Context: an optimization exercise on an open-source flow, tuned for small area and a short achievable clock period. The choices shown serve that exercise and are no tape-out recipe.
Only simulation tests tie the RTL to the original design; equivalence was not proved.

==> maple: inputs <==
Design cal_abs_angle, start of the top module:
module cal_abs_angle(
    input           clk     ,
    input [7:0]     real_i  ,
    input [7:0]     imag_i  ,
    input           val_i   ,
    output [7:0]    abs_o   ,
    output [15:0]   angle_o ,
    output          val_o
    );
clock: 28.0 ns
lec_check: 0
cap_margin: 20
core_margin: 2
core_utilization: 40
slew_margin: 20
synth_memory_max_bits: 65536
run.sh (not shown) runs the stock make flow with config.mk's settings and CLKGATE_MAP_FILE= SYNTH_SCRIPT=/design/flow/synth_recipe.tcl, a recipe that flattens the netlist after the stock synthesis.
==> juniper: changes against maple <==
Settings changed: SYNTH_MEMORY_MAX_BITS 65536 to 262144.
==> comparison table <==
	juniper	maple
Yosys warnings	3	3
Result of the run	finished clean	stopped before the end
Last stage reached	-	synthesis

==> inputs of build 47 <==
cal_abs_angle, a different RTL version from the one above (not shown whole).
clock: 28.0 ns
lec_check: 0
cap_margin: 20
core_margin: 2
core_utilization: 40
slew_margin: 20
synth_memory_max_bits: 262144
standard.sh (not shown) runs the stock make flow with config.mk's settings and CLKGATE_MAP_FILE= SYNTH_SCRIPT=/design/flow/synth_recipe.tcl, a recipe that flattens the netlist after the stock synthesis.
==> flow/flow/run.sh <==
#!/bin/bash
# Own layout flow: the standard flow (standard.sh) with two changes:
#  - synthesis is synth_recipe.tcl's, but ABC maps the logic with the
#    area-oriented flow/abc_area.script instead of ORFS's speed script
#    (same registers: ABC only maps the combinational logic), and with full
#    adder cells extracted only in the sum-of-squares tree (flow/synth.tcl);
#  - the port buffers that buffer_ports inserts are sky130_fd_sc_hd__buf_2.
# Each step's output goes to a log file of its own in the work folder.
set -euo pipefail
W=$PWD
export OWN_ABC_SCRIPT=$W/flow/abc_area.script
sed "s#SYNTH_SCRIPT=[^ ]*#SYNTH_SCRIPT=$W/flow/synth.tcl#" standard.sh > "$W/own_synth.sh"
bash "$W/own_synth.sh" synth > "$W/flow_synth.log" 2>&1
export BUFFER_PORTS_ARGS="-buffer_cell sky130_fd_sc_hd__buf_2"
bash standard.sh > "$W/flow_layout.log" 2>&1
==> flow/flow/abc_area.script <==
strash
&get -n
&dch -f
&nf -R 1000
&put
topo
stime -c
==> flow/flow/synth.tcl <==
# synth_recipe.tcl (the standard synthesis), except that ABC maps the logic with
# flow/abc_area.script instead of ORFS's speed script, and that half/full-adder
# cells are extracted only as full adders and only in the logic that feeds the
# sum-of-squares registers s4 (the carry-save tree); ABC maps the rest.
# Neither touches the registers, which come from the same passes as in the
# standard synthesis.
proc synth {args} { yosys synth -nofsm -noshare {*}$args }
proc abc {args} {
  set i [lsearch -exact $args -script]
  if {$i >= 0} { lset args [expr {$i + 1}] $::env(OWN_ABC_SCRIPT) }
  yosys abc {*}$args
}
proc extract_fa {args} { yosys extract_fa -fa {*}$args c:s4* %ci* }
source $::env(SCRIPTS_DIR)/synth.tcl
# left out here: clear keep_hierarchy, flatten, clean up, hide names made inside functions, write 1_2_yosys.v
==> inputs of build 19, as changes to build 47 <==
--- a/flow/config.mk
+++ b/flow/config.mk
@@ -9,3 +9,4 @@
 export CORE_MARGIN = 2
-export CORE_UTILIZATION = 40
+export CORE_UTILIZATION = 50
+export CTS_CLUSTER_SIZE = 30
 export SLEW_MARGIN = 20
==> metrics.md <==
| Metric | Value |
|---|---|
| Status | complete, no violations |
| Clk_skew | 21.1 ps |
| Initial antenna violation count | 1 |
| Signal buf overhead | 0.0285 |
| Final wirelength | 37700 microns |
| Final nets | 1707 |
# the run above: build 19

==> metrics.md <==
| Metric | Value |
|---|---|
| Status | complete, no violations |
| Hold_sp | val_r[3]$_DFF_P_ |
| Final nets | 1714 |
| Initial antenna violation count | 0 |
| Clk_skew | 19.7 ps |
| Buf/Inv on CP | 1 |
| Final wirelength | 40200 microns |
# the run above: build 47


==> run G <==
cal_abs_angle, a different RTL version from the one above (not shown whole).
==> flow/design.v (excerpt) <==
module cal_abs_angle(
    input           clk     ,
    input [7:0]     real_i  ,
    input [7:0]     imag_i  ,
    input           val_i   ,
    output [7:0]    abs_o   ,
    output [15:0]   angle_o ,
    output          val_o
    );
    reg [7:0] val_r;
    always @(posedge clk) val_r <= {val_r[6:0], val_i};
    assign val_o = val_r[7];
    reg [7:0] re1, im1, re2, im2;
    always @(posedge clk) begin
        re1 <= real_i; im1 <= imag_i;
        re2 <= re1;    im2 <= im1;
    end
    wire       rs = re2[7];
    wire       is = im2[7];
    wire [7:0] a  = rs ? -re2 : re2;
    wire [7:0] b  = is ? -im2 : im2;
    wire       rz = (re2 == 8'd0);
    wire       iz = (im2 == 8'd0);
    wire       ge = (a >= b);
    wire       eq = (re2 == im2) | (re2 == -im2);
    wire       ds = (rs ^ is) & ~iz & ~rz;
    reg  [2:0] cs_a;
    always @(*) begin
        if (rz & iz)       cs_a = 3'd0;
        else if (ge)       cs_a = ds ? (rs ? 3'd2 : 3'd3) : (rs ? 3'd0 : 3'd1);
        else               cs_a = (~ds & ~(rz & is)) ? (rs ? 3'd4 : 3'd5) : (rs ? 3'd6 : 3'd7);
    end
    wire [7:0] mn = ge ? b : a;
    wire [7:0] mx = ge ? a : b;
    wire       q7_a = eq & ~rz;
    wire [7:0] r0   = eq ? 8'd0 : mn;
    wire [7:0] d_a  = {mx[7:1], mx[0] | (rz & iz)};
    reg [7:0]  rem3, d3;
    reg        q3;
    reg [2:0]  cs3;
  ...
Settings: LEC_CHECK=0, CAP_MARGIN=20, CORE_MARGIN=2, CORE_UTILIZATION=40, CTS_BUF_LIST=sky130_fd_sc_hd__clkbuf_8 sky130_fd_sc_hd__clkbuf_16, SLEW_MARGIN=20, SYNTH_MEMORY_MAX_BITS=262144; clock period 28.0 ns.
Scripts as last shown in full above: flow/flow/run.sh, flow/flow/abc_area.script, flow/flow/synth.tcl
==> run P: changes against run G <==
Settings changed: CTS_BUF_LIST sky130_fd_sc_hd__clkbuf_8 sky130_fd_sc_hd__clkbuf_16 to sky130_fd_sc_hd__clkbuf_8.
==> comparison table <==
                                                            run P       run G
Status                                   timing/DRC/antenna clean  timing/DRC/antenna clean
Synthesis-to-finish area growth                             11.3%       12.9%
End-of-flow core utilization                                44.9%       45.5%
First-pass GRT wire length                               77500 um    78000 um
Met3 Routed Length                                        5040 um     5180 um
Final clock skew                                        0.0148 ns   0.0108 ns
Part of the cycle the worst path needs                      23.3%       23.1%
Detailed-router iteration count before antenna repair           8           6
Number of vias per cell after detailed routing               6.29        6.29
Vias                                                        13.9k       13.9k
Fraction of area in clock buffers and inverters             2.76%       4.10%

-- static timing again, ports no longer ideal --
The flow's constraints put no driver on any port. The routed layouts listed below were extracted and timed again, unchanged, in two steps. Step 1 (the two cells are an assumption about what drives the block):
set clk [get_ports {clk}]
set_driving_cell -lib_cell sky130_fd_sc_hd__clkbuf_16 $clk
set_driving_cell -lib_cell sky130_fd_sc_hd__buf_2 [delete_from_list [all_inputs] $clk]
Step 2 moves the port delays by t, midway between the first and last clock arrival at a register: inputs arrive t later, outputs are due t later. That takes back most of the time a late clock gives input paths. Slacks: ideal / step 1 / step 2; pairs: ideal / step 1.
run	t, ns	setup WS [ns]	worst setup path after step 2	slew at the worst register clock pin (ns)	worst data-port slew with drivers (ns)
juniper	0.528	21.072 / 21.024 / 21.259	register to register	0.08 / 0.08	0.04
build 47	0.485	21.532 / 21.480 / 21.965	register to output	0.08 / 0.08	0.03
build 19	0.480	21.534 / 21.485 / 21.687	register to register	0.09 / 0.09	0.03
run G	0.490	21.538 / 21.480 / 21.896	register to register	0.07 / 0.07	0.04
run P	0.527	21.486 / 21.432 / 21.939	register to register	0.10 / 0.10	0.04
After both steps every run listed still meets setup and hold.
